This is an optimization exercise on Yosys and OpenROAD, whose aim is small area and a short achievable clock period, not a production implementation. RTL that was checked went through simulation tests only; none was proved equivalent to the original. The RTL of run 2 was laid out without a check of its function. Power figures rest on the tool's default switching activity, not on a simulated workload.

==> flow/design.v, too long to show whole: its modules and the start of the top module <==
// module DIV: 3833 lines
// module COMP: 6 lines
// module MUX2x1: 12 lines
// module REG: 12 lines
// module CIRCUIT7: 12 lines
module CIRCUIT7(a, b, c, d, zero, Clk, Rst, z);
  // ...
==> flow/run.sh <==
#!/bin/bash
# synth_recipe.tcl (not shown) runs the flow's synth.tcl, then flattens the netlist and writes it again
# the make line also repeats each setting of config.mk as NAME=value (left out here)
make -C /OpenROAD-flow-scripts/flow DESIGN_CONFIG=/design/flow/config.mk WORK_HOME=/design/flow/orfs CLKGATE_MAP_FILE= SYNTH_SCRIPT=/design/flow/synth_recipe.tcl finish
==> flow/config.mk <==
export PLATFORM = sky130hd
export DESIGN_NAME = CIRCUIT7
export DESIGN_NICKNAME = CIRCUIT7
export VERILOG_FILES = /design/flow/design.v
export SDC_FILE = /design/flow/constraint.sdc
export NUM_CORES = 4
export LEC_CHECK = 0
export ABC_AREA = 1
export CAP_MARGIN = 70
export CORE_MARGIN = 2
export CORE_UTILIZATION = 50
export CTS_CLUSTER_DIAMETER = 25
export CTS_CLUSTER_SIZE = 4
export SLEW_MARGIN = 70
==> flow/constraint.sdc <==
create_clock -name core_clock -period 260.0 [get_ports {Clk}]
set_input_delay 52.0000 -clock core_clock [delete_from_list [all_inputs] [get_ports {Clk}]]
set_output_delay 52.0000 -clock core_clock [all_outputs]
set_load 0.01 [all_outputs]
==> summary.txt, run 1 <==
Outcome:
- The run finished with no timing, DRC or antenna violations.

Floorplanning:
- The die covers ~100000 µm².
- Tap insertion was completed with around 1400 tapcells.
- Just under 200 I/O pins were placed.
- The die outline width is between 300 and 400 µm.

Logic synthesis:
- After synthesis, the cell types taking the most area are ha_1 24%, nand2_1 15%, fa_1 10%.
- In this run, synthesis inferred 0 flip-flops with an integrated enable.
- The Yosys step of the flow raised 2 warnings.
- Of the total synthesized cell area, the portion taken by full adders, half adders and majority gates is 0.337.
- Among all cell types in the netlist, the one instantiated most often is nand2_1.
- In the synthesized netlist, the number of instances is around 7600.

Power:
- The total leakage power is 30.3 nW.
- Summed over all sequential cells, the power is between 0.005 and 0.006 mW.
- The main power-consuming group is combinational cells.
- IR analysis of the VDD net gives a maximum drop of around 0.0021 mV.

CTS:
- The TritonCTS buffer count is 5.
- No sink is reached through more buffers than the 2 on the longest clock path.
- For this design, the sink count on the clock tree is 32.

Route:
- The uppermost layer routed is met4.
- The routed layout has between 40000 and 50000 vias.

Finish:
- At the end of the flow the core is filled with cells to 0.540.
- After routing the design area is between 50000 and 60000 µm².
- The number of flip-flops and latches is 32.
- The buffer share of cell area is 0.0515.
- The layout buffer count excluding clock buffers is roughly 280.

Critical path:
- STA classifies the critical path startpoint as an input pin.
- In this run the worst setup path begins at d[31].
- At the worst endpoint, the arrival time is about 150000 ps.

Timing:
- The slew of the pin with the lowest slew margin is around 450 ps.
- The final number of hold-violating endpoints is 0.
- The final clock period utilization by the worst path is 0.588.
- The post-layout minimum cycle time is 152830 ps.
- The number of setup violations in the final report is 0.
- Derived from the worst setup path, the maximum achievable clock frequency is 6.54 MHz.

Placed design:
- The number of buffers added on ports is between 150 and 200.
- The total cell area at the placement stage is approximately 54000 µm².

Global route:
- The most used routing layer in global routing is met2.
- In the global route stage, met1 resource usage came out at 0.384.
==> run 2, diff against run 1 <==
--- a/flow/design.v
+++ b/flow/design.v
@@ -61,5 +61,5 @@
     wire G2 = g29_1 | (p29_1 & g29_0);
     wire G3 = g29_2 | (p29_2 & G2);
-    assign quot[29] = hz[3] & G3;
+    assign quot[29] = (hz[3] & g29_2) | ((hz[3] & p29_2) & G2);
     wire s29_0 = p29_0;
     wire r29_0 = quot[29] ? s29_0 : a[29];
@@ -81,5 +81,5 @@
     wire G7 = g28_2 | (p28_2 & G4);
     wire G8 = G5 | (P6 & G4);
-    assign quot[28] = hz[4] & G8;
+    assign quot[28] = (hz[4] & G5) | ((hz[4] & P6) & G4);
     wire s28_0 = p28_0;
     wire r28_0 = quot[28] ? s28_0 : a[28];
@@ -106,5 +106,5 @@
     wire G13 = g27_3 | (p27_3 & G10);
     wire G14 = G11 | (P12 & G10);
-    assign quot[27] = hz[5] & G14;
+    assign quot[27] = (hz[5] & G11) | ((hz[5] & P12) & G10);
     wire s27_0 = p27_0;
     wire r27_0 = quot[27] ? s27_0 : a[27];
@@ -138,5 +138,5 @@
     wire G22 = G17 | (P18 & G16);
     wire G23 = G19 | (P20 & G16);
-    assign quot[26] = hz[6] & G23;
+    assign quot[26] = (hz[6] & G19) | ((hz[6] & P20) & G16);
     wire s26_0 = p26_0;
     wire r26_0 = quot[26] ? s26_0 : a[26];
@@ -177,5 +177,5 @@
     wire G34 = G29 | (P30 & G28);
     wire G35 = G31 | (P32 & G28);
-    assign quot[25] = hz[7] & G35;
+    assign quot[25] = (hz[7] & G31) | ((hz[7] & P32) & G28);
     wire s25_0 = p25_0;
     wire r25_0 = quot[25] ? s25_0 : a[25];
@@ -225,5 +225,5 @@
     wire G51 = G45 | (P46 & G40);
     wire G52 = G47 | (P48 & G40);
-    assign quot[24] = hz[8] & G52;
+    assign quot[24] = (hz[8] & G47) | ((hz[8] & P48) & G40);
     wire s24_0 = p24_0;
     wire r24_0 = quot[24] ? s24_0 : a[24];
@@ -278,5 +278,5 @@
     wire G69 = G63 | (P64 & G58);
     wire G70 = G65 | (P66 & G58);
-    assign quot[23] = hz[9] & G70;
+    assign quot[23] = (hz[9] & G65) | ((hz[9] & P66) & G58);
     wire s23_0 = p23_0;
     wire r23_0 = quot[23] ? s23_0 : a[23];
@@ -338,5 +338,5 @@
     wire G90 = G83 | (P84 & G76);
     wire G91 = G85 | (P86 & G76);
-    assign quot[22] = hz[10] & G91;
+    assign quot[22] = (hz[10] & G85) | ((hz[10] & P86) & G76);
     wire s22_0 = p22_0;
     wire r22_0 = quot[22] ? s22_0 : a[22];
@@ -405,5 +405,5 @@
     wire G114 = G107 | (P108 & G100);
     wire G115 = G109 | (P110 & G100);
-    assign quot[21] = hz[11] & G115;
+    assign quot[21] = (hz[11] & G109) | ((hz[11] & P110) & G100);
     wire s21_0 = p21_0;
     wire r21_0 = quot[21] ? s21_0 : a[21];
@@ -481,5 +481,5 @@
     wire G143 = G135 | (P136 & G124);
     wire G144 = G137 | (P138 & G124);
-    assign quot[20] = hz[12] & G144;
+    assign quot[20] = (hz[12] & G137) | ((hz[12] & P138) & G124);
     wire s20_0 = p20_0;
     wire r20_0 = quot[20] ? s20_0 : a[20];
@@ -564,5 +564,5 @@
     wire G175 = G167 | (P168 & G156);
     wire G176 = G169 | (P170 & G156);
-    assign quot[19] = hz[13] & G176;
+    assign quot[19] = (hz[13] & G169) | ((hz[13] & P170) & G156);
     wire s19_0 = p19_0;
     wire r19_0 = quot[19] ? s19_0 : a[19];
@@ -656,5 +656,5 @@
     wire G212 = G203 | (P204 & G188);
     wire G213 = G205 | (P206 & G188);
-    assign quot[18] = hz[14] & G213;
+    assign quot[18] = (hz[14] & G205) | ((hz[14] & P206) & G188);
     wire s18_0 = p18_0;
     wire r18_0 = quot[18] ? s18_0 : a[18];
@@ -757,5 +757,5 @@
     wire G254 = G245 | (P246 & G230);
     wire G255 = G247 | (P248 & G230);
-    assign quot[17] = hz[15] & G255;
+    assign quot[17] = (hz[15] & G247) | ((hz[15] & P248) & G230);
     wire s17_0 = p17_0;
     wire r17_0 = quot[17] ? s17_0 : a[17];
@@ -869,5 +869,5 @@
     wire G303 = G293 | (P294 & G272);
     wire G304 = G295 | (P296 & G272);
-    assign quot[16] = hz[16] & G304;
+    assign quot[16] = (hz[16] & G295) | ((hz[16] & P296) & G272);
     wire s16_0 = p16_0;
     wire r16_0 = quot[16] ? s16_0 : a[16];
@@ -986,5 +986,5 @@
     wire G353 = G343 | (P344 & G322);
     wire G354 = G345 | (P346 & G322);
-    assign quot[15] = hz[17] & G354;
+    assign quot[15] = (hz[17] & G345) | ((hz[17] & P346) & G322);
     wire s15_0 = p15_0;
     wire r15_0 = quot[15] ? s15_0 : a[15];
@@ -1110,5 +1110,5 @@
     wire G406 = G395 | (P396 & G372);
     wire G407 = G397 | (P398 & G372);
-    assign quot[14] = hz[18] & G407;
+    assign quot[14] = (hz[18] & G397) | ((hz[18] & P398) & G372);
     wire s14_0 = p14_0;
     wire r14_0 = quot[14] ? s14_0 : a[14];
@@ -1241,5 +1241,5 @@
     wire G462 = G451 | (P452 & G428);
     wire G463 = G453 | (P454 & G428);
-    assign quot[13] = hz[19] & G463;
+    assign quot[13] = (hz[19] & G453) | ((hz[19] & P454) & G428);
     wire s13_0 = p13_0;
     wire r13_0 = quot[13] ? s13_0 : a[13];
@@ -1381,5 +1381,5 @@
     wire G523 = G511 | (P512 & G484);
     wire G524 = G513 | (P514 & G484);
-    assign quot[12] = hz[20] & G524;
+    assign quot[12] = (hz[20] & G513) | ((hz[20] & P514) & G484);
     wire s12_0 = p12_0;
     wire r12_0 = quot[12] ? s12_0 : a[12];
@@ -1528,5 +1528,5 @@
     wire G587 = G575 | (P576 & G548);
     wire G588 = G577 | (P578 & G548);
-    assign quot[11] = hz[21] & G588;
+    assign quot[11] = (hz[21] & G577) | ((hz[21] & P578) & G548);
     wire s11_0 = p11_0;
     wire r11_0 = quot[11] ? s11_0 : a[11];
@@ -1684,5 +1684,5 @@
     wire G656 = G643 | (P644 & G612);
     wire G657 = G645 | (P646 & G612);
-    assign quot[10] = hz[22] & G657;
+    assign quot[10] = (hz[22] & G645) | ((hz[22] & P646) & G612);
     wire s10_0 = p10_0;
     wire r10_0 = quot[10] ? s10_0 : a[10];
@@ -1849,5 +1849,5 @@
     wire G730 = G717 | (P718 & G686);
     wire G731 = G719 | (P720 & G686);
-    assign quot[9] = hz[23] & G731;
+    assign quot[9] = (hz[23] & G719) | ((hz[23] & P720) & G686);
     wire s9_0 = p9_0;
     wire r9_0 = quot[9] ? s9_0 : a[9];
@@ -2025,5 +2025,5 @@
     wire G811 = G797 | (P798 & G760);
     wire G812 = G799 | (P800 & G760);
-    assign quot[8] = hz[24] & G812;
+    assign quot[8] = (hz[24] & G799) | ((hz[24] & P800) & G760);
     wire s8_0 = p8_0;
     wire r8_0 = quot[8] ? s8_0 : a[8];
@@ -2208,5 +2208,5 @@
     wire G895 = G881 | (P882 & G844);
     wire G896 = G883 | (P884 & G844);
-    assign quot[7] = hz[25] & G896;
+    assign quot[7] = (hz[25] & G883) | ((hz[25] & P884) & G844);
     wire s7_0 = p7_0;
     wire r7_0 = quot[7] ? s7_0 : a[7];
@@ -2400,5 +2400,5 @@
     wire G984 = G969 | (P970 & G928);
     wire G985 = G971 | (P972 & G928);
-    assign quot[6] = hz[26] & G985;
+    assign quot[6] = (hz[26] & G971) | ((hz[26] & P972) & G928);
     wire s6_0 = p6_0;
     wire r6_0 = quot[6] ? s6_0 : a[6];
@@ -2601,5 +2601,5 @@
     wire G1078 = G1063 | (P1064 & G1022);
     wire G1079 = G1065 | (P1066 & G1022);
-    assign quot[5] = hz[27] & G1079;
+    assign quot[5] = (hz[27] & G1065) | ((hz[27] & P1066) & G1022);
     wire s5_0 = p5_0;
     wire r5_0 = quot[5] ? s5_0 : a[5];
@@ -2813,5 +2813,5 @@
     wire G1179 = G1163 | (P1164 & G1116);
     wire G1180 = G1165 | (P1166 & G1116);
-    assign quot[4] = hz[28] & G1180;
+    assign quot[4] = (hz[28] & G1165) | ((hz[28] & P1166) & G1116);
     wire s4_0 = p4_0;
     wire r4_0 = quot[4] ? s4_0 : a[4];
@@ -3034,5 +3034,5 @@
     wire G1285 = G1269 | (P1270 & G1222);
     wire G1286 = G1271 | (P1272 & G1222);
-    assign quot[3] = hz[29] & G1286;
+    assign quot[3] = (hz[29] & G1271) | ((hz[29] & P1272) & G1222);
     wire s3_0 = p3_0;
     wire r3_0 = quot[3] ? s3_0 : a[3];
@@ -3266,5 +3266,5 @@
     wire G1398 = G1381 | (P1382 & G1328);
     wire G1399 = G1383 | (P1384 & G1328);
-    assign quot[2] = hz[30] & G1399;
+    assign quot[2] = (hz[30] & G1383) | ((hz[30] & P1384) & G1328);
     wire s2_0 = p2_0;
     wire r2_0 = quot[2] ? s2_0 : a[2];
@@ -3509,5 +3509,5 @@
     wire G1518 = G1501 | (P1502 & G1448);
     wire G1519 = G1503 | (P1504 & G1448);
-    assign quot[1] = hz[31] & G1519;
+    assign quot[1] = (hz[31] & G1503) | ((hz[31] & P1504) & G1448);
     wire s1_0 = p1_0;
     wire r1_0 = quot[1] ? s1_0 : a[1];
==> flow/flow/run.sh (new file) <==
#!/bin/bash
# Standard layout (the standard.sh), with timing repair aiming for extra
# setup slack so that the resizer works on the critical paths although the
# clock is met. Pin swapping is left out of the repair moves.
set -e
cd "$(dirname "$0")/.."
cat >> config.mk <<'EOC'
export SETUP_SLACK_MARGIN = 110
export SKIP_PIN_SWAP = 1
EOC
bash standard.sh > standard.log 2>&1
==> flow/standard.sh (new file) <==
#!/bin/bash
# synth_recipe.tcl (not shown) runs the flow's synth.tcl, then flattens the netlist and writes it again
# the make line also repeats each setting of config.mk as NAME=value (left out here)
make -C /OpenROAD-flow-scripts/flow DESIGN_CONFIG=/design/flow/config.mk WORK_HOME=/design/flow/orfs CLKGATE_MAP_FILE= SYNTH_SCRIPT=/design/flow/synth_recipe.tcl "${@:-finish}"
--- a/flow/config.mk
+++ b/flow/config.mk
@@ -7,8 +7,10 @@
 export LEC_CHECK = 0
 export ABC_AREA = 1
-export CAP_MARGIN = 70
+export CAP_MARGIN = 20
 export CORE_MARGIN = 2
 export CORE_UTILIZATION = 50
 export CTS_CLUSTER_DIAMETER = 25
 export CTS_CLUSTER_SIZE = 4
-export SLEW_MARGIN = 70
+export SLEW_MARGIN = 20
+export SETUP_SLACK_MARGIN = 110
+export SKIP_PIN_SWAP = 1
removed: flow/run.sh
==> run 2 against run 1 <==
Net effect: still clean on timing, DRC and antenna; clock power increased by 8.4%; synthesized cell count increased by 9.5%; clock-buffer cell count unchanged; fmax increased by 8.4%; flip-flop and latch count unchanged; worst hold slack improved by 59 ps; cell area increased by 4.6%; synthesized area increased by 6.0%; via count increased by 9.3%; largest power group unchanged.
==> summary.txt, run 2 <==
Outcome:
- Status: timing/DRC/antenna clean (unchanged).

Placed design:
- The half-perimeter wire length after detailed placement is 135000 µm (was 121000 µm).
- The number of buffers added on ports is 193 (unchanged).
- The total cell area at the placement stage is 57000 µm² (was 54400 µm²).
- The pre-CTS worst setup slack is 114200 ps (was 107010 ps).
- The instance count after placement with tap cells included was 9874 (was 9089).
- The weighted congestion reported at the end of routability-driven placement was 0.943 (was 0.889).

Min path:
- The end point of the most critical hold path is reg1.q[31]$_SDFF_PP0_ (unchanged).
- The cell count of the worst hold path is 6 (unchanged).
- The classification of the worst-slack hold path was input pin to flop (unchanged).
- The launch instance of the worst min-delay path is b[1] (was d[1]).

Floorplanning:
- The core area is 107000 µm² (was 101000 µm²).
- The area of the die came to 111000 µm² (was 104000 µm²).
- The initial core utilization is 0.504 (was 0.502).
- The number of top-level pins came to 194 (unchanged).
- The count of standard-cell rows is 120 (was 117).
- The y dimension of the die is 332 µm (was 323 µm).
- The die outline width is 332 µm (was 323 µm).

Timing:
- The slew of the pin with the lowest slew margin is 1160 ps (was 451 ps).
- The total count of max-transition violations in the final report is 0 (unchanged).
- The post-layout minimum cycle time is 141050 ps (was 152830 ps).
- The worst-case hold slack came to 52300 ps (was 52240 ps).
- The post-route setup TNS is 0 ps (unchanged).
- The final number of hold-violating endpoints is 0 (unchanged).
- The number of setup violations in the final report is 0 (unchanged).
- The final clock period utilization by the worst path is 0.543 (was 0.588).
- The final setup slack of the worst path is 118950 ps (was 107170 ps).
- The upper clock frequency limit is 7.09 MHz (was 6.54 MHz).
- The tightest slew margin relative to the limit was 0.225 (was 0.697).
- Setup repair after global routing missed its margin: no (unchanged).

Finish:
- The number of standard cells in the final layout excluding fillers was 9887 (was 9100).
- The flip-flop count of the largest register, all copies and words added is 32 (unchanged).
- The register ranked first by flip-flop count is reg1.q (unchanged).
- Regs by FF count: reg1.q x32 (unchanged).
- The fraction of layout cells with a size suffix above 1 came to 0.0887 (was 0.101).
- The most frequent standard cell in the layout excluding fill and tap cells is nand2_1 (unchanged).
- The area added between synthesis and finish is 6.15% (was 7.59%).
- The net total in the final layout came to 9860 (was 9109).
- The final standard cell utilization of the core came to 0.535 (was 0.540).
- Most frequent cells in the layout: 2217 x nand2_1, 1079 x inv_1, 966 x ha_1, 779 x nand3_1, 387 x a21oi_1 (was 2008 x nand2_1, 964 x ha_1, 781 x inv_1, 702 x nand3_1, 335 x xnor2_1).
- The design area is 57300 µm² (was 54700 µm²).

Global route:
- The via count of the first global-routing pass was 50800 (was 47200).
- The sum of overflow across all layers after global routing was 0 (unchanged).
- The maximum number of pins on one net before global-route repair is 46 (was 57).
- The initial antenna violation count is 3 (unchanged).
- The global router's overall resource usage is 0.296 (was 0.281).
- The wire length of the first global-routing pass is 269000 µm (was 241000 µm).

CTS:
- The level count of the clock H-tree is 2 (unchanged).
- The TritonCTS buffer count is 5 (unchanged).
- The clock slew at the register clock pins of the worst setup and hold paths is 80 ps (was 60 ps).
- The clock tree from TritonCTS is built (unchanged).
- The root buffer cell was clkbuf_16 (unchanged).
- The number of buffers between clock root and the deepest sink came to 2 (unchanged).
- The TritonCTS sink count is 32 (unchanged).

Route:
- The per-cell via count in the routed design is 5.43 (was 5.40).
- The final wirelength was 164000 µm (was 146000 µm).
- The remaining number of nets flagged by the antenna check after routing was 0 (unchanged).
- The number of detailed-routing iterations run before antenna repair is 7 (unchanged).
- The count of routing violations after the opening detailed-route iteration was 3189 (was 2544).
- The total via count after detailed routing is 53700 (was 49100).
- The count of unresolved DRC violations after routing came to 0 (unchanged).
- The mean routed wirelength per cell is 16.6 µm (was 16.0 µm).

Logic synthesis:
- The number of flops mapped to enable cells by yosys is 0 (unchanged).
- The dominant cell type by area after synthesis is ha_1 (unchanged).
- The gate count of the mapped netlist is 8356 (was 7628).
- The count of state elements after synthesis is 32 (unchanged).
- The fraction of post-synthesis cell area in the top cell type by area came to 0.224 (was 0.237).
- The post-synth design cell area was 53900 µm² (was 50900 µm²).
- The prevailing post-synth register cell is dfxtp_1 (unchanged).
- The sequential-to-total area share from yosys stat is 0.0119 (was 0.0126).
- The net count after synthesis is 9735 (was 9007).
- Most area-consuming cells after synthesis: ha_1 22%, nand2_1 15%, fa_1 9.3% (was ha_1 24%, nand2_1 15%, fa_1 10%).
- The mean post-synth cell area is 6.46 µm² (was 6.67 µm²).
- Top cells by instance count after synthesis: 2222 x nand2_1, 1097 x inv_1, 966 x ha_1 (was 2021 x nand2_1, 964 x ha_1, 810 x inv_1).
- The most common cell in the netlist is nand2_1 (unchanged).
- The fraction of synthesis flops using an asynchronous set or reset pin is 0 (unchanged).
- The post-synthesis cell type count came to 79 (was 73).
- The number of synthesis warnings is 2 (unchanged).

Power:
- The power per cell area is 2.56 nW/µm² (was 2.59 nW/µm²).
- The highest ir drop seen on vdd came to 0.00395 mV (was 0.00215 mV).
- The power consumption is 0.146 mW (was 0.142 mW).
- The total leakage power is 32.1 nW (was 30.3 nW).

Critical path:
- The highest fanout seen on the critical path is 45 (was 56).
- The data required time of the worst path was 260210 ps (was 260240 ps).
- The delay contributed by the slowest stage of the critical path is 650 ps (was 480 ps).
- The critical path class is input pin to flop (unchanged).
- The arrival time at the worst endpoint is 141270 ps (was 153080 ps).
- The critical path's slowest cell is o21ai_0 (was clkdlybuf4s50_1).
- The type of origin of the critical path is an input pin (unchanged).
- The cell seen most often among critical-path stages is nand2_1 (was a21o_1).
- The kind of capture point of the worst setup path is a flop (unchanged).

Run:
- The number of max-capacitance violations reported was 0 (unchanged).
-- run 2: changes by cell type after synthesis, sizes merged, moves of 38 or more --
cell / change
a21o: -74
xnor2: -43
inv: +289
a21oi: +81
nand2: +243
nor2: +38
buf: -50
nand3: +74
-- run 2: logic make-up (layout without fill, tap and decap cells) --
kind of cell             after synthesis  count (layout)  synth area share
AND/OR/NAND/NOR                     4010            4010             0.343
AO/OA/AOI/OAI                       1303            1303             0.145
buffers and inverters               1300            1426             0.103
adder cells (fa/ha/maj)             1217            1217             0.317
XOR/XNOR                             491             491            0.0797
flip-flops                            32              32            0.0119
multiplexers                           3               3          0.000557
other                                  0               2                 0
-- run 2: metal layers --
layer,track usage,part of all wire,up-vias,wire [µm]
met5,0,0,-,0
met3,0.0131,0.043,179,7030
met2,0.496,0.45,1061,73600
met1,0.415,0.48,24700,79500
met4,0.0719,0.026,0,4320
li1,-,-,27800,-
-- run 2: layout make-up --
type / count / area [µm²]
fillers: 10900 / 49800
repair buffers: 277 / 2540
clock inverters: 3 / 42.5
inverters: 1141 / 4330
well taps: 1403 / 1760
multi-input cells: 7024 / 47800
clock buffers: 5 / 125
flip-flops and latches: 32 / 641
diodes: 2 / 5.00
-- run 2: timing repair --
item                       in CTS  in global routing
setup endpoints to repair       0                  2
resized for setup               0                 34
hold endpoints to repair        0                  0
hold buffers                    0                  0
buffers inserted                0                  3
-- run 2: how the worst max path moves through the flow --
| stage | start | endpoint | cells after the start |
|---|---|---|---|
| after floorplan | d[31] | reg1.q[0]$_SDFF_PP0_ | 547 |
| after global placement | d[31] | reg1.q[0]$_SDFF_PP0_ | 552 |
| after detailed placement | d[31] | reg1.q[0]$_SDFF_PP0_ | 549 |
| after CTS | d[31] | reg1.q[0]$_SDFF_PP0_ | 549 |
| after global routing | d[31] | reg1.q[0]$_SDFF_PP0_ | 557 |
| final | d[31] | reg1.q[0]$_SDFF_PP0_ | 551 |
-- run 2: worst max-delay path: cells and delay by family --
family | cells | cell delay (ps)
compound gates | 192 | 36850
simple gates | 263 | 28370
fa+ha+maj | 39 | 14320
buf+inv | 57 | 9410
-- run 2: power breakdown --
group	internal (mW)	switching, mW	total (mW)
clock network	0.00454	0.00343	0.00796
logic	0.0541	0.0793	0.133
registers	0.00496	0.0000421	0.00500
total	0.0636	0.0828	0.146

-- what the ideal ports hide --
No port has a modelled driver above. Below, the same layouts with a new extraction and two added sets of constraints.
Step 1: set_driving_cell puts a clkbuf_16 on Clk and a buf_2 on each other input, an assumption about the parent block.
Step 2, shift: input delay + t, output delay - t, t = (earliest + latest rising clock arrival at the registers) / 2. This alone moves slack from input paths to output paths.
a / b / c = ideal ports / drivers / drivers and shift; a / b = the first two.
run	t, ns	setup slack, ns	hold WS [ns]	worst setup path at the end	worst register clock-pin slew, ns
run 1	0.354	107.165 / 107.197 / 106.843	52.244 / 52.230 / 52.584	input to register	0.07 / 0.07
run 2	0.365	118.946 / 118.971 / 118.606	52.303 / 52.294 / 52.659	input to register	0.08 / 0.08
After both steps every run listed still meets setup and hold. The setup slack of run 2, which loses most, moves by +0.025 ns with the drivers and by -0.340 ns with both steps.
